From an optimization exercise on the open Yosys and OpenROAD flow, aimed at a short achievable clock period and few clock cycles; shortcuts taken in it are not production practice. No driver is modelled on the clock port, so clock power and skew are understated where the tree is cut down; a real chip needs a root buffer or a tree. Power and IR drop assume default switching activity.

## procesamiento
module procesamiento#(
		parameter n = 120,
		parameter m = 160,
		parameter AW = 15,
		parameter DW = 12
		)
		(
		clk,
		rst,
		init_procesamiento,
		proc_addr_in,
		proc_data_in,
		color,
		figure,
		done
   );
clock: 5.0 ns
lec_check: 0
abc_clock_period_in_ps: 1500
cap_margin: 20
core_margin: 2
core_utilization: 60
place_density: 0.7
setup_slack_margin: 3.5
slew_margin: 20
tns_end_percent: 100
run.sh (not shown) runs the stock make flow with config.mk's settings and CLKGATE_MAP_FILE= SYNTH_SCRIPT=/design/flow/synth_recipe.tcl, a recipe that flattens the netlist after the stock synthesis.
Rerun with:
- CORE_UTILIZATION: 60 -> 80
- PLACE_DENSITY: 0.7 -> 0.9
After rerunning:
- This time the run failed in clock tree synthesis on DPL-0038
- area after synthesis stays the same
- synthesized cell count stays the same
No functional check of the RTL was part of any run of this note.

The RTL this note starts from:
==> flow/design.v <==
`timescale 10ns / 1ns
module procesamiento#(
		parameter n = 120,
		parameter m = 160,
		parameter AW = 15,
		parameter DW = 12
		)
		(
		clk,
		rst,
		init_procesamiento,
		proc_addr_in,
		proc_data_in,
		color,
		figure,
		done
   );
input clk;
input rst;
input init_procesamiento;
output reg [AW-1:0] proc_addr_in;
input [DW-1:0] proc_data_in;
output reg [1:0] color;
output reg [1:0] figure;
output reg done;
localparam [14:0] IDLE_ADDR = 15'd158;    
reg init_q;                      
reg busy, rdv;
reg s0, s1, sA, s159, s160;      
reg first, fin, lastrow;
reg [7:0] pc;
reg [5:0] r;
reg [14:0] addr_p1;              
reg lo_ones;                     
reg [14:0] c159;                 
reg [14:0] an;                   
reg [14:0] bm, b0;               
reg Snz;                         
reg fin7, fin8;                  
wire start = ~busy & init_q;
wire rowend = (s159 & ~Snz) | s160;
wire [14:0] inc = {lo_ones ? addr_p1[14:5] + 10'd1 : addr_p1[14:5], addr_p1[4:0] + 5'd1};
always @(posedge clk) init_q <= ~rst & init_procesamiento;
always @(posedge clk) begin
	proc_addr_in <= IDLE_ADDR;
	if (rst) begin
		busy <= 0; rdv <= 0;
		s0 <= 1; s1 <= 0; sA <= 0; s159 <= 0; s160 <= 0;
		first <= 1; fin <= 0; lastrow <= 0;
		pc <= 0; r <= 0;
		addr_p1 <= 0; lo_ones <= 0; c159 <= 15'd159;
		an <= IDLE_ADDR; bm <= 15'h7fff; b0 <= 15'd0;
	end else begin
		if (fin8) busy <= 0;
		if (start) busy <= 1;
		if (s0 & (rdv | start)) begin
			if (fin) begin
				rdv <= 0; first <= 1; fin <= 0; r <= 0; lastrow <= 0;
				an <= IDLE_ADDR; bm <= 15'h7fff; b0 <= 15'd0; c159 <= 15'd159;
			end else begin
				rdv <= 1;
				s0 <= 0; s1 <= 1;
				proc_addr_in <= bm; addr_p1 <= b0; lo_ones <= &b0[4:0];
				an <= an + 15'd480; bm <= bm + 15'd480; b0 <= b0 + 15'd480;
			end
		end
		if (rdv) begin
			if (s1) begin
				s1 <= 0; sA <= 1; pc <= 8'd2;
				proc_addr_in <= addr_p1; addr_p1 <= inc; lo_ones <= addr_p1[4:0] == 5'd30;
			end
			if (sA & ~s159) begin
				pc <= pc + 8'd1;
				s159 <= (pc == 8'd158);
				proc_addr_in <= addr_p1; addr_p1 <= inc; lo_ones <= addr_p1[4:0] == 5'd30;
			end
			if (s159 & Snz) begin
				sA <= 0; s159 <= 0; s160 <= 1;
				proc_addr_in <= c159;
			end
			if (rowend) begin
				sA <= 0; s159 <= 0; s160 <= 0; s0 <= 1;
				proc_addr_in <= lastrow ? IDLE_ADDR : an;
				c159 <= c159 + 15'd480;
				first <= 0;
				fin <= lastrow;
				r <= r + 6'd1;
				lastrow <= (r == 6'd38);
			end
		end
	end
end
reg [11:0] d1;
reg f1_p0, f1_first, f1_fin, f1_pa, f1_p159, f1_p160;
always @(posedge clk) begin
	d1 <= proc_data_in;
	f1_first <= first;
	f1_fin <= fin;
	if (rst) begin
		f1_p0 <= 0; f1_pa <= 0; f1_p159 <= 0; f1_p160 <= 0;
	end else begin
		f1_p0 <= (rdv | start) & s0;
		f1_pa <= rdv & sA;
		f1_p159 <= rdv & s159;
		f1_p160 <= rdv & s160;
	end
end
reg [11:0] t2, Sreg;
reg nz2, nz157, en2, re2, fin2, clr2;
wire nz1 = |d1;
wire en1 = (f1_pa & nz2) | f1_p160 | (f1_p0 & ~f1_first & nz157);
always @(posedge clk) begin
	nz2 <= nz1;
	t2 <= en1 ? (f1_p0 ? Sreg : d1) : 12'd0;
	if (f1_p0) begin Sreg <= d1; Snz <= nz1; end
	if (f1_p159) nz157 <= nz1;
	if (rst) begin
		en2 <= 0; re2 <= 0; fin2 <= 0; clr2 <= 0;
	end else begin
		en2 <= en1;
		re2 <= f1_p0 & ~f1_first;
		fin2 <= f1_p0 & f1_fin;
		clr2 <= f1_p0 & f1_first;
	end
end
reg [3:0] R0, R1, R2, G0, G1, G2, B0, B1, B2;
reg [4:0] R3, G3, B3;
reg Rk0, Rk1, Rk2, Gk0, Gk1, Gk2, Bk0, Bk1, Bk2;
reg [7:0] w, wf, wprev;
reg wvld, wgt;
reg [5:0] fv, am;
reg rf3, rf4, rf5, fin3, fin4, fin5, fin6;
always @(posedge clk) begin
	if (clr2) begin
		{Rk0, R0} <= 0; {Rk1, R1} <= 0; {Rk2, R2} <= 0; R3 <= 0;
		{Gk0, G0} <= 0; {Gk1, G1} <= 0; {Gk2, G2} <= 0; G3 <= 0;
		{Bk0, B0} <= 0; {Bk1, B1} <= 0; {Bk2, B2} <= 0; B3 <= 0;
	end else begin
		{Rk0, R0} <= R0 + t2[11:8];
		{Rk1, R1} <= R1 + Rk0;
		{Rk2, R2} <= R2 + Rk1;
		R3 <= R3 + Rk2;
		{Gk0, G0} <= G0 + t2[7:4];
		{Gk1, G1} <= G1 + Gk0;
		{Gk2, G2} <= G2 + Gk1;
		G3 <= G3 + Gk2;
		{Bk0, B0} <= B0 + t2[3:0];
		{Bk1, B1} <= B1 + Bk0;
		{Bk2, B2} <= B2 + Bk1;
		B3 <= B3 + Bk2;
	end
	if (clr2 | rf3) w <= 0;
	else w <= w + en2;
	if (rf3) wf <= w;
	if (rf4) begin
		wvld <= wf > 8'd7;
		wgt <= wprev < wf;
	end
	if (clr2) begin
		fv <= 0; am <= 0; wprev <= 0;
	end else begin
		if (rf4) wprev <= wf;
		if (rf5 & wvld) begin
			fv <= fv + 6'd1;
			if (wgt) am <= am + 6'd1;
		end
	end
	if (rst) begin
		rf3 <= 0; rf4 <= 0; rf5 <= 0;
		fin3 <= 0; fin4 <= 0; fin5 <= 0; fin6 <= 0; fin7 <= 0; fin8 <= 0;
	end else begin
		rf3 <= re2;
		rf4 <= rf3;
		rf5 <= rf4;
		fin3 <= fin2;
		fin4 <= fin3;
		fin5 <= fin4;
		fin6 <= fin5;
		fin7 <= fin6;
		fin8 <= fin7;
	end
end
wire [16:0] R = {R3, R2, R1, R0};
wire [16:0] G = {G3, G2, G1, G0};
wire [16:0] B = {B3, B2, B1, B0};
function [2:0] cmp3;             
	input [5:0] a, b;
	cmp3 = {a > b, a < b, a == b};
endfunction
reg [2:0] cRG2, cRG1, cRG0, cRB2, cRB1, cRB0, cGB2, cGB1, cGB0;
reg rg, gr, rb, br, gb, bg;
reg fa, fb, fz;
always @(posedge clk) begin
	cRG2 <= cmp3({1'b0, R[16:12]}, {1'b0, G[16:12]}); cRG1 <= cmp3(R[11:6], G[11:6]); cRG0 <= cmp3(R[5:0], G[5:0]);
	cRB2 <= cmp3({1'b0, R[16:12]}, {1'b0, B[16:12]}); cRB1 <= cmp3(R[11:6], B[11:6]); cRB0 <= cmp3(R[5:0], B[5:0]);
	cGB2 <= cmp3({1'b0, G[16:12]}, {1'b0, B[16:12]}); cGB1 <= cmp3(G[11:6], B[11:6]); cGB0 <= cmp3(G[5:0], B[5:0]);
	rg <= cRG2[2] | (cRG2[0] & (cRG1[2] | (cRG1[0] & cRG0[2])));
	gr <= cRG2[1] | (cRG2[0] & (cRG1[1] | (cRG1[0] & cRG0[1])));
	rb <= cRB2[2] | (cRB2[0] & (cRB1[2] | (cRB1[0] & cRB0[2])));
	br <= cRB2[1] | (cRB2[0] & (cRB1[1] | (cRB1[0] & cRB0[1])));
	gb <= cGB2[2] | (cGB2[0] & (cGB1[2] | (cGB1[0] & cGB0[2])));
	bg <= cGB2[1] | (cGB2[0] & (cGB1[1] | (cGB1[0] & cGB0[1])));
	fa <= fv >= am && am > (fv >> 1);
	fb <= (fv >> 1) >= am && am > (fv >> 2);
	fz <= fv > 0;
end
always @(posedge clk) begin
	if (rst) begin
		done <= 0; color <= 0; figure <= 0;
	end else if (start) begin
		done <= 0;
	end else if (fin8) begin
		done <= 1;
		if (rg & rb) color <= 2'd1;
		else if (gr & gb) color <= 2'd2;
		else if (br & bg) color <= 2'd3;
		else color <= 2'd0;
		if (fa) figure <= 2'd1;
		else if (fb) figure <= 2'd2;
		else if (fz) figure <= 2'd3;
		else figure <= 2'd0;
	end
end
endmodule
==> flow/config.mk <==
export PLATFORM = sky130hd
export DESIGN_NAME = procesamiento
export DESIGN_NICKNAME = procesamiento
export VERILOG_FILES = /design/flow/design.v
export SDC_FILE = /design/flow/constraint.sdc
export NUM_CORES = 4
export LEC_CHECK = 0
export ABC_CLOCK_PERIOD_IN_PS = 1500
export CAP_MARGIN = 20
export CORE_MARGIN = 2
export CORE_UTILIZATION = 60
export PLACE_DENSITY = 0.7
export SETUP_SLACK_MARGIN = 3.5
export SLEW_MARGIN = 20
export TNS_END_PERCENT = 100
==> flow/constraint.sdc <==
create_clock -name core_clock -period 5.0 [get_ports {clk}]
set_input_delay 1.0000 -clock core_clock [delete_from_list [all_inputs] [get_ports {clk}]]
set_output_delay 1.0000 -clock core_clock [all_outputs]
set_load 0.01 [all_outputs]
standard.sh (not shown) runs the stock make flow with config.mk's settings and CLKGATE_MAP_FILE= SYNTH_SCRIPT=/design/flow/synth_recipe.tcl, a recipe that flattens the netlist after the stock synthesis.
==> flow/flow/run.sh <==
#!/bin/bash
# Standard ORFS layout, except that the clock tree is built by flow/cts_hook.tcl
# (a two-level tree of clkbuf_16: clock port -> 4 buffers -> leaf buffers ->
# flip-flops) in place of TritonCTS. Everything else is the standard.sh.
set -euo pipefail
export PRE_CTS_TCL="$PWD/flow/cts_hook.tcl"
bash standard.sh > "$PWD/standard_flow.log" 2>&1
==> flow/flow/cts_hook.tcl <==
# Custom clock tree, run as ORFS's PRE_CTS_TCL hook on the placed design.
# The clock port drives NMID clkbuf_16, each driving NSUB leaf clkbuf_16, each
# driving an equal share of the flip-flops, grouped by recursive bisection of
# their placed locations. TritonCTS is then skipped.

set ccts_nmid 4
set ccts_nsub 3
if {[info exists ::env(CCTS_NMID)]} { set ccts_nmid $::env(CCTS_NMID) }
if {[info exists ::env(CCTS_NSUB)]} { set ccts_nsub $::env(CCTS_NSUB) }

proc ccts_center {it} {
  set box [[$it getInst] getBBox]
  return [list [expr {([$box xMin] + [$box xMax]) / 2}] [expr {([$box yMin] + [$box yMax]) / 2}]]
}

# items: list of {x y payload}; split into n groups of near-equal size
proc ccts_split {items n} {
  if {$n <= 1} { return [list $items] }
  set xs [lmap i $items {lindex $i 0}]
  set ys [lmap i $items {lindex $i 1}]
  set dx [expr {[tcl::mathfunc::max {*}$xs] - [tcl::mathfunc::min {*}$xs]}]
  set dy [expr {[tcl::mathfunc::max {*}$ys] - [tcl::mathfunc::min {*}$ys]}]
  set key [expr {$dx >= $dy ? 0 : 1}]
  set sorted [lsort -integer -index $key $items]
  set n1 [expr {$n / 2}]
  set n2 [expr {$n - $n1}]
  set cut [expr {round([llength $sorted] * double($n1) / $n)}]
  set a [lrange $sorted 0 [expr {$cut - 1}]]
  set b [lrange $sorted $cut end]
  return [concat [ccts_split $a $n1] [ccts_split $b $n2]]
}

proc ccts_centroid {items} {
  set sx 0.0; set sy 0.0
  foreach i $items { set sx [expr {$sx + [lindex $i 0]}]; set sy [expr {$sy + [lindex $i 1]}] }
  set k [llength $items]
  return [list [expr {round($sx / $k)}] [expr {round($sy / $k)}]]
}

proc ccts_buffer {block master name x y innet} {
  set inst [odb::dbInst_create $block $master $name]
  set w [[$inst getMaster] getWidth]
  set h [[$inst getMaster] getHeight]
  $inst setLocation [expr {$x - $w / 2}] [expr {$y - $h / 2}]
  $inst setPlacementStatus PLACED
  set net [odb::dbNet_create $block "${name}_net"]
  $net setSigType CLOCK
  [$inst findITerm A] connect $innet
  [$inst findITerm X] connect $net
  return $net
}

set block [ord::get_db_block]
set master [[ord::get_db] findMaster sky130_fd_sc_hd__clkbuf_16]
set clknet [$block findNet clk]
$clknet setSigType CLOCK

# Move each flip-flop that drives an output port's buffer next to that buffer,
# so the flip-flop's output wire is short; detailed placement legalizes it.
set die [$block getDieArea]
set dcx [expr {([$die xMin] + [$die xMax]) / 2}]
set dcy [expr {([$die yMin] + [$die yMax]) / 2}]
foreach bt [$block getBTerms] {
  if {[$bt getIoType] ne "OUTPUT"} { continue }
  set n [$bt getNet]
  if {$n eq "NULL"} { continue }
  set buf ""
  foreach it [$n getITerms] { if {[$it isOutputSignal]} { set buf [$it getInst] } }
  if {$buf eq ""} { continue }
  set a [$buf findITerm A]
  if {$a eq "NULL" || [$a getNet] eq "NULL"} { continue }
  set ff ""
  foreach it [[$a getNet] getITerms] { if {[$it isOutputSignal]} { set ff [$it getInst] } }
  if {$ff eq "" || ![string match "*dfxtp*" [[$ff getMaster] getName]]} { continue }
  set bb [$buf getBBox]
  set bx [expr {([$bb xMin] + [$bb xMax]) / 2}]
  set by [expr {([$bb yMin] + [$bb yMax]) / 2}]
  set dx [expr {$dcx - $bx}]
  set dy [expr {$dcy - $by}]
  set d [expr {sqrt($dx * $dx + $dy * $dy) + 1.0}]
  set step 6000
  set fx [expr {round($bx + $step * $dx / $d - [[$ff getMaster] getWidth] / 2)}]
  set fy [expr {round($by + $step * $dy / $d - [[$ff getMaster] getHeight] / 2)}]
  $ff setLocation $fx $fy
  puts "ccts: [$ff getName] moved next to [$buf getName]"
}

set sinks {}
foreach it [$clknet getITerms] {
  lassign [ccts_center $it] x y
  lappend sinks [list $x $y $it]
}
puts "ccts: [llength $sinks] clock sinks, $ccts_nmid x $ccts_nsub leaf buffers"

set mi 0
foreach mgroup [ccts_split $sinks $ccts_nmid] {
  set leaves [ccts_split $mgroup $ccts_nsub]
  set lcent [lmap l $leaves {ccts_centroid $l}]
  lassign [ccts_centroid $lcent] mx my
  set mnet [ccts_buffer $block $master "ccts_mid_$mi" $mx $my $clknet]
  set li 0
  foreach l $leaves c $lcent {
    lassign $c lx ly
    set lnet [ccts_buffer $block $master "ccts_leaf_${mi}_$li" $lx $ly $mnet]
    foreach s $l {
      set it [lindex $s 2]
      $it disconnect
      $it connect $lnet
    }
    puts "ccts: leaf ${mi}_$li at $lx $ly drives [llength $l] sinks"
    incr li
  }
  incr mi
}

global_connect
set_propagated_clock [all_clocks]

# TritonCTS is replaced by the tree above.
rename clock_tree_synthesis ccts_unused_clock_tree_synthesis
proc clock_tree_synthesis {args} { puts "ccts: TritonCTS skipped" }
Then changed:
--- a/flow/flow/cts_hook.tcl
+++ b/flow/flow/cts_hook.tcl
@@ -6,3 +6,3 @@
 set ccts_nmid 4
-set ccts_nsub 3
+set ccts_nsub 4
 if {[info exists ::env(CCTS_NMID)]} { set ccts_nmid $::env(CCTS_NMID) }
@@ -57,32 +57,2 @@
 
-# Move each flip-flop that drives an output port's buffer next to that buffer,
-# so the flip-flop's output wire is short; detailed placement legalizes it.
-set die [$block getDieArea]
-set dcx [expr {([$die xMin] + [$die xMax]) / 2}]
-set dcy [expr {([$die yMin] + [$die yMax]) / 2}]
-foreach bt [$block getBTerms] {
-  if {[$bt getIoType] ne "OUTPUT"} { continue }
-  set n [$bt getNet]
-  if {$n eq "NULL"} { continue }
-  set buf ""
-  foreach it [$n getITerms] { if {[$it isOutputSignal]} { set buf [$it getInst] } }
-  if {$buf eq ""} { continue }
-  set a [$buf findITerm A]
-  if {$a eq "NULL" || [$a getNet] eq "NULL"} { continue }
-  set ff ""
-  foreach it [[$a getNet] getITerms] { if {[$it isOutputSignal]} { set ff [$it getInst] } }
-  if {$ff eq "" || ![string match "*dfxtp*" [[$ff getMaster] getName]]} { continue }
-  set bb [$buf getBBox]
-  set bx [expr {([$bb xMin] + [$bb xMax]) / 2}]
-  set by [expr {([$bb yMin] + [$bb yMax]) / 2}]
-  set dx [expr {$dcx - $bx}]
-  set dy [expr {$dcy - $by}]
-  set d [expr {sqrt($dx * $dx + $dy * $dy) + 1.0}]
-  set step 6000
-  set fx [expr {round($bx + $step * $dx / $d - [[$ff getMaster] getWidth] / 2)}]
-  set fy [expr {round($by + $step * $dy / $d - [[$ff getMaster] getHeight] / 2)}]
-  $ff setLocation $fx $fy
-  puts "ccts: [$ff getName] moved next to [$buf getName]"
-}
-
 set sinks {}
Cell area falls by 2.6%; area after synthesis stays the same; power rises by 1.9%; fmax falls by 0.77%; critical path depth falls by 5; first-iteration DRC count falls by 11%; utilization falls by 2.1 points; setup slack gets worse by 0.014 ns; combinational power falls by about 4%.
Function was not checked in any run of this note: the RTL went through the layout flow alone. In every run of this note, the design's own scripts or RTL, not TritonCTS, make the clock network.

[afterwards: timing with drivers on the ports]
In the flow no input, the clock included, has a driving cell. The finished layouts below were timed again as built, in two steps. Step 1 (the two cells are an assumption about what drives the block):
set clk [get_ports {clk}]
set_driving_cell -lib_cell sky130_fd_sc_hd__clkbuf_16 $clk
set_driving_cell -lib_cell sky130_fd_sc_hd__buf_2 [delete_from_list [all_inputs] $clk]
Step 2 times the ports against the registers' clock, not the clock port: input delays grow and output delays shrink by t, the midpoint of the rising clock arrivals with the driver on. Slacks: no drivers / after step 1 / after step 2; pairs: no drivers / after step 1.
| run | t (ns) | setup slack, ns | worst register clock-pin slew, ns |
|---|---|---|---|
| the first run of note 1 | 0.567 | 3.009 / 2.955 / 2.777 | 0.07 / 0.07 |
| the first run of note 2 | 0.416 | 3.200 / 3.098 / 2.904 | 0.12 / 0.12 |
| the second run of note 2 | 0.410 | 3.186 / 3.082 / 2.879 | 0.09 / 0.09 |
After both steps setup and hold are still met in every run listed. For the second run of note 2, which loses most, drivers alone change the setup slack by -0.104 ns; drivers and shift together by -0.307 ns.
